This is an optimization exercise on Yosys and OpenROAD, whose aim is small area, a short achievable clock period and few clock cycles, not a production implementation. At most, simulation tests tie the RTL to the original design; equivalence was not proved. The RTL of run 2 was laid out without a check of its function. No run shown here takes its clock network from TritonCTS; it comes from the design's own scripts or RTL. The flow treats the clock pin as an ideal source. Dropping or thinning the clock tree relies on that and would not hold on a real chip. Power is estimated from default activity; no workload was simulated.

==> design.v <==
`timescale 1ps/1ps
module Conv(
    input clk,
    input rst,
    input in_st,
    input [7:0] din,
    output reg [15:0] dout,
    output reg out_st
);
reg [7:0] pix [0:15];
reg [9:0] upart, vreg, va;
reg [10:0] hpart;
reg hodd;
reg [10:0] r_sr [0:9];
wire [12:0] hfull = add12({1'b0, hpart}, {3'b000, vreg[9:1]}, hodd & vreg[0]);
wire [10:0] hsum = hfull[10:0];
reg [3:0] chi;
reg [2:0] clo;
integer i;
function [12:0] add12;
    input [11:0] a;
    input [11:0] b;
    input ci;
    integer i, k;
    reg [3:0] s0, s1;
    reg k0, k1, c, p;
    begin
        c = ci;
        for (k = 0; k < 3; k = k + 1) begin
            k0 = 1'b0;
            k1 = 1'b1;
            for (i = 0; i < 4; i = i + 1) begin
                p = a[4*k+i] ^ b[4*k+i];
                s0[i] = p ^ k0;
                s1[i] = p ^ k1;
                k0 = (a[4*k+i] & b[4*k+i]) | (k0 & p);
                k1 = (a[4*k+i] & b[4*k+i]) | (k1 & p);
            end
            add12[4*k +: 4] = c ? s1 : s0;
            c = c ? k1 : k0;
        end
        add12[12] = c;
    end
endfunction
always @(posedge clk) begin
    pix[0] <= din;
    for (i = 1; i < 16; i = i + 1)
        pix[i] <= pix[i-1];
    upart <= add12({3'b000, pix[7], 1'b0}, {4'b0000, pix[15]}, 1'b0);
    vreg <= add12({2'b00, upart}, {4'b0000, pix[0]}, 1'b0);
    va <= vreg;
    hpart <= add12({2'b00, vreg}, {3'b000, va[9:1]}, 1'b0);
    hodd <= va[0];
    r_sr[0] <= hsum;
    for (i = 1; i < 10; i = i + 1)
        r_sr[i] <= r_sr[i-1];
end
wire s0 = (chi == 4'd5);
wire s1 = (chi == 4'd6);
wire s2 = (chi == 4'd7);
wire s3 = (chi == 4'd8);
wire s4 = (chi == 4'd9);
wire row5 = !(s0 | s1 | s2 | s3 | s4);
wire [10:0] rdel = ({11{s0}} & r_sr[9]) | ({11{s1}} & r_sr[7]) | ({11{s2}} & r_sr[5])
                 | ({11{s3}} & r_sr[3]) | ({11{s4}} & r_sr[1]);
wire [10:0] rsel = row5 ? hsum : rdel;
always @(posedge clk) begin
    dout <= {5'b00000, rsel};
end
always @(posedge clk) begin
    if (rst) begin
        chi <= 4'd15;
        clo <= 3'd0;
        out_st <= 1'b0;
    end
    else begin
        if (in_st) begin
            chi <= 4'd0;
            clo <= 3'd0;
        end
        else if (chi != 4'd15) begin
            if (clo == 3'd5) begin
                clo <= 3'd0;
                chi <= chi + 4'd1;
            end
            else
                clo <= clo + 3'd1;
        end
        out_st <= (chi == 4'd4) && (clo == 3'd5);
    end
end
endmodule
==> flow/run.sh <==
#!/bin/bash
# Standard ORFS layout with these changes:
#  - the clock tree is built by flow/mantree.tcl (four root buffers, each
#    driving four leaf buffers) instead of ORFS's CTS;
#  - synthesis leaves adders to ABC instead of mapping them to full-adder cells;
#  - every input and output port gets a buf_2 buffer (instead of the slow
#    delay buffer buffer_ports picks by default); timing repair may resize it.
set -euo pipefail
HERE=$(cd "$(dirname "${BASH_SOURCE[0]}")" && pwd)
export PRE_CTS_TCL=$HERE/pre_cts.tcl
export MT_NX=4 MT_NY=4 MT_NROOT=4 MT_LEAF=sky130_fd_sc_hd__clkbuf_8 MT_ROOT=sky130_fd_sc_hd__clkbuf_8
bash standard.sh finish ADDER_MAP_FILE= \
  "BUFFER_PORTS_ARGS=-buffer_cell sky130_fd_sc_hd__buf_2" > orfs_flow.log 2>&1
==> flow/mantree.tcl <==
proc mantree_build {} {
  set nleafx [expr {[info exists ::env(MT_NX)] ? $::env(MT_NX) : 2}]
  set nleafy [expr {[info exists ::env(MT_NY)] ? $::env(MT_NY) : 5}]
  set leafm  [expr {[info exists ::env(MT_LEAF)] ? $::env(MT_LEAF) : "sky130_fd_sc_hd__clkbuf_16"}]
  set rootm  [expr {[info exists ::env(MT_ROOT)] ? $::env(MT_ROOT) : "sky130_fd_sc_hd__clkbuf_16"}]
  set nroot  [expr {[info exists ::env(MT_NROOT)] ? $::env(MT_NROOT) : 1}]
  set db [ord::get_db]
  set block [ord::get_db_block]
  set clknet [$block findNet clk]
  set vdd [$block findNet VDD]
  set vss [$block findNet VSS]
  set sinks {}
  foreach it [$clknet getITerms] {
    set inst [$it getInst]
    set bb [$inst getBBox]
    set x [expr {([$bb xMin] + [$bb xMax]) / 2}]
    set y [expr {([$bb yMin] + [$bb yMax]) / 2}]
    lappend sinks [list $x $y $it]
  }
  set n [llength $sinks]
  puts "mantree: $n clock sinks, $nleafx x $nleafy leaves"
  # columns by x
  set sx [lsort -integer -index 0 $sinks]
  set groups {}
  for {set c 0} {$c < $nleafx} {incr c} {
    set a [expr {$c * $n / $nleafx}]
    set b [expr {($c + 1) * $n / $nleafx - 1}]
    set col [lsort -integer -index 1 [lrange $sx $a $b]]
    set m [llength $col]
    for {set r 0} {$r < $nleafy} {incr r} {
      set a2 [expr {$r * $m / $nleafy}]
      set b2 [expr {($r + 1) * $m / $nleafy - 1}]
      lappend groups [lrange $col $a2 $b2]
    }
  }
  set lm [$db findMaster $leafm]
  set rm [$db findMaster $rootm]
  set rootnets {}
  for {set q 0} {$q < $nroot} {incr q} {
    set rn [odb::dbNet_create $block clknet_root_$q]
    $rn setSigType CLOCK
    lappend rootnets $rn
    set sumx($q) 0; set sumy($q) 0; set cnt($q) 0
  }
  set k 0
  foreach g $groups {
    if {$nroot == 0} {
      set q 0
      set rootnet $clknet
    } else {
      set q [expr {($k / $nleafy) * $nroot / $nleafx}]
      set rootnet [lindex $rootnets $q]
    }
    set gx 0; set gy 0
    foreach s $g { incr gx [lindex $s 0]; incr gy [lindex $s 1] }
    set gx [expr {$gx / [llength $g]}]
    set gy [expr {$gy / [llength $g]}]
    set buf [odb::dbInst_create $block $lm clkbuf_leaf_$k]
    $buf setLocation [expr {$gx - [$lm getWidth] / 2}] [expr {$gy - [$lm getHeight] / 2}]
    $buf setPlacementStatus PLACED
    [$buf findITerm VPWR] connect $vdd
    [$buf findITerm VPB] connect $vdd
    [$buf findITerm VGND] connect $vss
    [$buf findITerm VNB] connect $vss
    set net [odb::dbNet_create $block clknet_leaf_$k]
    $net setSigType CLOCK
    [$buf findITerm A] connect $rootnet
    [$buf findITerm X] connect $net
    foreach s $g {
      set it [lindex $s 2]
      $it disconnect
      $it connect $net
    }
    if {$nroot > 0} { incr sumx($q) $gx; incr sumy($q) $gy; incr cnt($q) }
    incr k
  }
  for {set q 0} {$q < $nroot} {incr q} {
  set rootnet [lindex $rootnets $q]
  set rx [expr {$sumx($q) / $cnt($q)}]
  set ry [expr {$sumy($q) / $cnt($q)}]
  set root [odb::dbInst_create $block $rm clkbuf_root_$q]
  $root setLocation [expr {$rx - [$rm getWidth] / 2}] [expr {$ry - [$rm getHeight] / 2}]
  $root setPlacementStatus PLACED
  [$root findITerm VPWR] connect $vdd
  [$root findITerm VPB] connect $vdd
  [$root findITerm VGND] connect $vss
  [$root findITerm VNB] connect $vss
  [$root findITerm A] connect $clknet
  [$root findITerm X] connect $rootnet
  puts "mantree: root $q at $rx $ry, $cnt($q) leaves"
  }
  $clknet setSigType CLOCK
}
==> flow/pre_cts.tcl <==
# Runs before ORFS's CTS step: build the two-level clock tree by hand, then
# make the step's clock_tree_synthesis call only switch to propagated clocks.
source [file join [file dirname [info script]] mantree.tcl]
mantree_build
rename clock_tree_synthesis {}
proc clock_tree_synthesis {args} {
  puts "clock tree built by mantree.tcl; skipping clock_tree_synthesis $args"
  set_propagated_clock [all_clocks]
}
==> standard.sh <==
#!/bin/bash
# synth_recipe.tcl (not shown) runs the flow's synth.tcl, then flattens the netlist and writes it again
# the make line also repeats each setting of config.mk as NAME=value (left out here)
make -C /OpenROAD-flow-scripts/flow DESIGN_CONFIG=/design/flow/config.mk WORK_HOME=/design/flow/orfs CLKGATE_MAP_FILE= SYNTH_SCRIPT=/design/flow/synth_recipe.tcl "${@:-finish}"
==> config.mk <==
export PLATFORM = sky130hd
export DESIGN_NAME = Conv
export DESIGN_NICKNAME = Conv
export VERILOG_FILES = /design/flow/design.v
export SDC_FILE = /design/flow/constraint.sdc
export NUM_CORES = 4
export LEC_CHECK = 0
export ABC_AREA = 1
export CAP_MARGIN = 20
export CORE_MARGIN = 2
export CORE_UTILIZATION = 65
export SETUP_SLACK_MARGIN = 4.0
export SLEW_MARGIN = 20
==> constraint.sdc <==
create_clock -name core_clock -period 6.0 [get_ports {clk}]
set_input_delay 1.2000 -clock core_clock [delete_from_list [all_inputs] [get_ports {clk}]]
set_output_delay 1.2000 -clock core_clock [all_outputs]
set_load 0.01 [all_outputs]
==> results of run 1 <==
timing repair:
item	in CTS	in global routing
hold endpoints to repair	0	0
setup buffers	0	6
pin swaps	0	10
endpoints found under the setup margin	17	26
resized for setup	12	39
how the worst min path moves through the flow:
stage	startpoint	end	slack [ns]	cells after the start
5_1_grt	pix[14][2]	pix[15][2]	0.32	0
6_report	pix[14][2]	pix[15][2]	0.31	0
3_3_place_gp	pix[1][7]	pix[2][7]	0.31	0
3_5_place_dp	pix[1][1]	pix[2][1]	0.31	0
2_1_floorplan	va[0]	hodd	0.31	0
4_1_cts	pix[13][5]	pix[14][5]	0.32	0
cell type report:
type                            count  area (um2)
Fill cell                         823        3070
Sequential cell                   299        6010
Buffer                             20         275
Tap cell                          143         179
Multi-Input combinational cell    280        1700
Inverter                           42         158
Timing Repair Buffer               29         181
report_power, final:
| part | leakage [nW] | switching [W] | total (W) | internal (W) |
|---|---|---|---|---|
| Combinational | 1.08 | 0.000486 | 0.000871 | 0.000385 |
| Clock | 0.144 | 0.000502 | 0.000806 | 0.000304 |
| Sequential | 2.52 | 0.000253 | 0.00283 | 0.00258 |
routing by layer:
metal / vias to the layer above / part of all wire [%] / GRT usage (%)
li1: 2045 / - / -
met4: 0 / 3.7 / 5.20
met2: 60 / 48 / 27.9
met1: 1842 / 46 / 21.3
met3: 27 / 2.0 / 1.07
met5: - / 0 / 0
cell families after synthesis:
group	after synthesis	share of synthesized area, %
buffers and inverters	53	2.82
AOI/OAI and AO/OA	43	3.62
DFF	299	77.0
other	1	0.0483
xor gates and xnor gates	55	6.20
and+or+nand+nor	174	9.86
adders and majority gates	3	0.403
per-stage QoR:
stage	util [%]	std cells	setup slack [ns]	total power, W
2_1_floorplan	-	632	4.21	0.00338
3_3_place_gp	69.3	787	3.85	0.00358
3_5_place_dp	69.3	787	3.75	0.00363
4_1_cts	71.9	807	4.00	0.00443
5_1_grt	73.5	813	3.90	0.00479
6_report	73.5	813	4.02	0.00451
registers in the layout (all words and copies together) (netlist names):
name	cells
out_st	1
va	10
r_sr	110
upart	10
hpart	11
chi	4
clo	3
pix	128
dout	11
hodd	1
vreg	10
cells in the mapped netlist:
library cell	instances	area, um2
dfxtp_1	299	5990
nand2_1	88	330
xor2_1	46	403
inv_1	40	150
nand3_1	34	170
nor2_1	30	113
o21ai_0	15	75.1
nand2_2	10	62.6
xnor2_1	9	78.8
a21oi_1	7	35.0
a221oi_1	6	52.6
buf_4	5	37.5
clkbuf_1	5	18.8
nand3_2	4	40.0
nand4_1	3	18.8
a21boi_0	2	15.0
maj3_1	2	20.0
nor4_1	2	12.5
o211ai_1	2	15.0
o21ai_1	2	10.0
a211oi_1	1	7.51
a21boi_1	1	7.51
a21boi_2	1	11.3
a21o_2	1	8.76
a221o_1	1	10.0
a31oi_1	1	6.26
a32o_1	1	10.0
a41oi_1	1	8.76
and2_1	1	6.26
buf_2	1	5.00
clkinv_1	1	3.75
conb_1	1	3.75
inv_2	1	3.75
maj3_2	1	11.3
nand3b_1	1	7.51
nor3_1	1	5.00
o2111ai_1	1	8.76
==> reports/metrics.yaml, run 1 <==
ir_drop_mv: 0.384
fin_setup_tns_ns: 0
path_depth: 1
hold_ws_ns: 0.314
ios: 28
drt_iter0_markers: 265
wire_per_inst_um: 12.4
max-cap-violations: 0
clk_latency_ns: 0.32
gp_congestion: 0.833
synth_seq_area_share_pct: 77.0
finalCritPeriodShare_pct: 32.9
worstReg2RegStart: "vreg[2]"
setup_viol_count_final: 0
crit_chain: "buf_2"
antenna_found_initial: 0
mostFrequentLayoutCells: "288 x dfxtp_1, 80 x nand2_1, 44 x xor2_1"
hold_viol_final: 0
r2r_slack_ns: 4.10
grt_overflow: 0
crit_path_end: "dout[1]"
io_buffers: 22
place_area_um2: 8020
grt_max_degree: 23
firstDrtPassIters: 4
ant_nets: 0
initial_core_util_pct: 67.2
min_period_ns: 1.98
dieArea_um2: 12800
ys_ff_latch: 299
via_count: 3974
layout_commonest_cell: "dfxtp_1"
avgViaCountPerCell: 4.89
r2r_end: "dout[10]"
syn_avg_cell_area_um2: 12.4
die-width_um: 113
grt_usage_pct: 15.9
drt_wl_total_mm: 10.1
nets: 683
worstPathMaxFanout: 1
rsz0062_at_grt: "true"
netlist_instances: 628
drive_above_1_share_pct: 15.5
slowest_stage: "dfxtp_2"
run_status: "no timing/DRC/antenna violations"
crit_type: "register to primary output"
skew_ns: 0.0211
synth_cell_type_count: 37
synth_area_um2: 7770
yosysWarnings: 3
critPathCaptureType: "primary output"
die_h_um: 113
num_rows: 39
crit_path_start_kind: "register"
grt_pass1_wl_mm: 17.3
area_growth_pct: 9.37
maxSlewViolCount: 0
slowest_delay_ns: 0.33
final_cell_area_um2: 8500
cp-startpoint: "dout[1]"
ff2ff_path_depth: 18
postCtsHoldBufs: 0
worstPathArrival_ns: 0.78
p_leak_nw: 3.75
power_density_nw_per_um2: 531
worstPathRequired_ns: 4.80
diodes: 0
holdCritPathClass: "register to register"
path_clk_slew_ns: 0.10
crit_family: "flip-flops"
fmax_mhz: 506
cp_num_buf_inv: 1
coreArea_um2: 11600
hpwl_mm: 6.80
drcViolationCount: 0
grt_pass1_vias: 3856
Testbench counts, summed over its fixed seeds: cycles 6,264.
==> inputs of run 2 (changes only) <==
--- a/design.v
+++ b/design.v
@@ -9,3 +9,3 @@
 );
-reg [7:0] pix [0:15];
+reg [7:0] pix [0:14];
 reg [9:0] upart, vreg, va;
@@ -19,2 +19,4 @@
 integer i;
+wire [9:0] vsum;
+ConvVAdd u_vadd(.u(upart), .d(din), .s(vsum));
 function [12:0] add12;
@@ -46,6 +48,6 @@
     pix[0] <= din;
-    for (i = 1; i < 16; i = i + 1)
+    for (i = 1; i < 15; i = i + 1)
         pix[i] <= pix[i-1];
-    upart <= add12({3'b000, pix[7], 1'b0}, {4'b0000, pix[15]}, 1'b0);
-    vreg <= add12({2'b00, upart}, {4'b0000, pix[0]}, 1'b0);
+    upart <= add12({3'b000, pix[6], 1'b0}, {4'b0000, pix[14]}, 1'b0);
+    vreg <= vsum;
     va <= vreg;
@@ -78,3 +80,3 @@
             chi <= 4'd0;
-            clo <= 3'd0;
+            clo <= 3'd1;
         end
@@ -92 +94,8 @@
 endmodule
+module ConvVAdd(
+    input [9:0] u,
+    input [7:0] d,
+    output [9:0] s
+);
+assign s = u + {2'b00, d};
+endmodule
--- a/config.mk
+++ b/config.mk
@@ -13 +13,2 @@
 export SLEW_MARGIN = 20
+export SYNTH_HIERARCHICAL = 1
==> run 2 against run 1 <==
Largest cell class unchanged. Synthesized cell count grew 9.4%. Final area is 1.4% higher. Sequential power fell by 4%. Highest routed layer unchanged. Worst setup slack improved by 0.0013 ns. Combinational power fell by 7.9%. Maximum frequency hardly changed. Area after synthesis rose by 2.3%. Cell count grew 7.6%. Routed wire length is 6.1% higher. Worst hold slack improved by 0.0017 ns.
==> reports/metrics.yaml, run 2 <==
synth_area_um2: 7940  # +2.3%
worstPathArrival_ns: 0.77  # about the same
skew_ns: 0.0233  # +0.00212 ns
ys_ff_latch: 291  # -2.7%
netlist.area_leader.share_pct: 73.3  # -3.7 points
min_path_cells: 0  # unchanged
power_density_nw_per_um2: 503  # -5.3%
switchingPower_w: 0.00119  # -4.4%
relSlewSlack_pct: 48.1
rsz0062_at_grt: "true"
pwr-share-comb_pct: 18.5  # -0.8 points
synth_top_family_by_area: "simple AND/OR/NAND/NOR gates"
worstPathMaxFanout: 1  # unchanged
die_h_um: 115  # +1.1%
maxSlewViolCount: 0  # unchanged
hold_start: "pix[11][1]"
fill_cells: 829  # +0.73%
multiInputGateArea_um2: 1930  # +14%
tightest_slew_ns: 0.776
crit_family: "flip-flops"
num_rows: 40  # +2.6%
r2r_end: "dout[10]"
wire_per_inst_um: 12.3  # -1.4%
min_period_ns: 1.97  # -0.00126 ns
fmax_mhz: 507  # about the same
p_leak_nw: 3.87  # +3.5%
drive_above_1_share_pct: 17.6  # +2.1 points
synth_area_leaders: "dfxtp_1 73%, nand2_1 5.6%, xor2_1 3.6%"
area_growth_pct: 8.47
power_w: 0.00433  # -3.9%
min_to: "pix[12][1]"
synthSimpleGateAreaFrac_pct: 13.5  # +3.6 points
regMostFlops: "pix"
r2r_slack_ns: 4.07  # -0.03 ns
grt_overflow: 0  # unchanged
pwr-share-seq_pct: 63.0  # +0.2 points
ant_nets: 0  # unchanged
top_layer: "met4"
async_flop_share_pct: 0  # unchanged
grt_pass1_wl_mm: 18.0  # +4.1%
synth-compound-area-share_pct: 4.27  # +0.64 points
grt_usage_pct: 16.4  # +0.44 points
synthMostInstantiatedCell: "dfxtp_1"
avgViaCountPerCell: 4.87  # -0.35%
ir_drop_mv: 0.298  # -22%
io_buffers: 22  # unchanged
gp_congestion: 0.815  # -2.2%
drcViolationCount: 0  # unchanged
holdCritPathClass: "register to register"
diodes: 0  # unchanged
fin_setup_tns_ns: 0  # unchanged
synth_seq_area_share_pct: 73.3  # -3.7 points
layout_commonest_cell: "dfxtp_1"
finalCritPeriodShare_pct: 32.9  # about the same
drt_wl_total_mm: 10.7  # +6.1%
yosys.area.top_type: "dfxtp_1"
worstPathRequired_ns: 4.80  # about the same
synth_edf_count: 0  # unchanged
antenna_found_initial: 0  # unchanged
top_regs: "pix x120, r_sr x110"
run_status: "no timing/DRC/antenna violations"
synth_mux_area_share_pct: 0  # unchanged
grt_pass1_vias: 4147  # +7.5%
switching_share_pct: 27.4  # -0.15 points
critPathCaptureType: "primary output"
hpwl_mm: 7.48  # +10%
met1Wirelength_mm: 4.89  # +4.1%
max-cap-violations: 0  # unchanged
nets: 741  # +8.5%
yosysWarnings: 9  # +6
slowest_delay_ns: 0.33  # about the same
die-width_um: 115  # +1.1%
synth_common_cells: "291 x dfxtp_1, 118 x nand2_1, 50 x inv_1"
slowest_stage: "dfxtp_1"
met2_length_mm: 5.20  # +7.6%
initial_core_util_pct: 66.4  # -0.76 points
drt_iter0_markers: 260  # -1.9%
p_int_w: 0.00315  # -3.7%
mostFrequentLayoutCells: "283 x dfxtp_1, 107 x nand2_1, 49 x inv_1"
worstReg2RegStart: "vreg[1]"
via_count: 4262  # +7.2%
synth_cell_type_count: 42  # +14%
wl_met3_um: 193  # -6.8%
p_clk_share_pct: 18.5  # +0.6 points
synthXorXnorAreaFrac_pct: 5.13  # -1.1 points
ios: 28  # unchanged
coreArea_um2: 12000  # +3.4%
dieArea_um2: 13100  # +2.2%
cp_num_buf_inv: 1  # unchanged
firstDrtPassIters: 6  # +2
syn_avg_cell_area_um2: 11.6  # -6.5%
crit_type: "register to primary output"
ff2ff_path_depth: 21  # +3
regArea_um2: 5840  # -2.8%
grt_max_degree: 20  # -13%
netlist_instances: 687  # +9.4%
largest_register_ffs: 120  # -6.3%
path_clk_slew_ns: 0.10  # about the same
crit_path_start_kind: "register"
synthAdderAreaFrac_pct: 0.268  # -0.13 points
clk_latency_ns: 0.32  # about the same
crit_chain: "buf_2"
setup_viol_count_final: 0  # unchanged
hold_viol_final: 0  # unchanged
ys.flop_type: "dfxtp_1"
## run 2: cell type report
type / count / share of cell area (%)
well taps: 147 / 2.13
repair buffers: 27 / 2.00
plain buffers: 20 / 3.19
flip-flops and latches: 291 / 67.8
inverters: 58 / 2.53
multi-input cells: 332 / 22.4
## run 2: layer usage
layer  up-vias  track usage (%)
met2        57             29.9
met5         -                0
met4         0             6.18
met1      1966             20.5
li1       2209                -
met3        30            0.900
## run 2: worst max path at each step
stage                     startpoint        to  depth (start not counted)
final                        dout[4]   dout[4]                          1
after global routing         vreg[1]  dout[10]                         21
after CTS                     chi[2]   dout[0]                          7
after detailed placement      chi[2]  dout[10]                          7
after global placement        chi[2]  dout[10]                          7
after floorplan               din[6]   vreg[9]                          8
## run 2: kinds of logic after synthesis
logic type,count (synthesis)
AOI/OAI and AO/OA,52
xor gates and xnor gates,44
adders and majority gates,2
buffers and inverters,68
other,1
and+or+nand+nor,229
DFF,291
## run 2: through the flow
step | hold slack [ns] | area (um2) | setup WS, ns | util (%) | cells
global route | 0.331 | 8620 | 3.90 | 72.0 | 875
floorplan | 0.310 | 7960 | 4.02 | - | 691
global placement | 0.309 | 8200 | 3.77 | 68.5 | 850
CTS | 0.324 | 8480 | 4.00 | 70.9 | 870
detailed placement | 0.312 | 8200 | 3.67 | 68.5 | 850
finish | 0.315 | 8620 | 4.03 | 72.0 | 875
## run 2: power by group through the flow
stage	Combinational, W	Sequential (W)	Clock [W]
final	0.000802	0.00273	0.000803
after global routing	0.000908	0.00279	0.000894
after CTS	0.000748	0.00273	0.000830
after detailed placement	0.000741	0.00277	0
after global placement	0.000712	0.00274	0
after floorplan	0.000566	0.00271	0
## run 2: timing repair
action                                  CTS  global route
setup buffers                             0             5
endpoints found under the setup margin   14            23
pin swaps                                 0            13
cloned                                    0             0
resized for setup                         5            33
hold buffers                              0             0
## run 2: modules after synthesis, one instance, submodules excluded
module / cell area (um2) / flip-flops and latches / cells inside
ConvVAdd: 576 / 0 / 105
Conv: 7370 / 291 / 582

==> separate check: timing with driven ports <==
In the flow no input, the clock included, has a driving cell. The finished layouts below were timed again as built, in two steps.
Step 1 (the two cells are an assumption about what drives the block):
set clk [get_ports {clk}]
set_driving_cell -lib_cell sky130_fd_sc_hd__clkbuf_16 $clk
set_driving_cell -lib_cell sky130_fd_sc_hd__buf_2 [delete_from_list [all_inputs] $clk]
Step 2, shift: input delay + t, output delay - t, t = (earliest + latest rising clock arrival at the registers) / 2. This alone moves slack from input paths to output paths.
a / b / c = ideal / step 1 / step 2; a / b = the first two.
run | t, ns | slack for setup (ns) | clock arrival spread, ns | worst data-port slew with drivers (ns)
run 1 | 0.369 | 4.025 / 3.963 / 4.102 | 0.021 / 0.021 | 0.03
run 2 | 0.370 | 4.026 / 3.968 / 3.784 | 0.024 / 0.024 | 0.03
After both steps setup and hold are still met in every run listed. For run 2, which loses most, drivers alone change the setup slack by -0.058 ns; drivers and shift together by -0.242 ns.
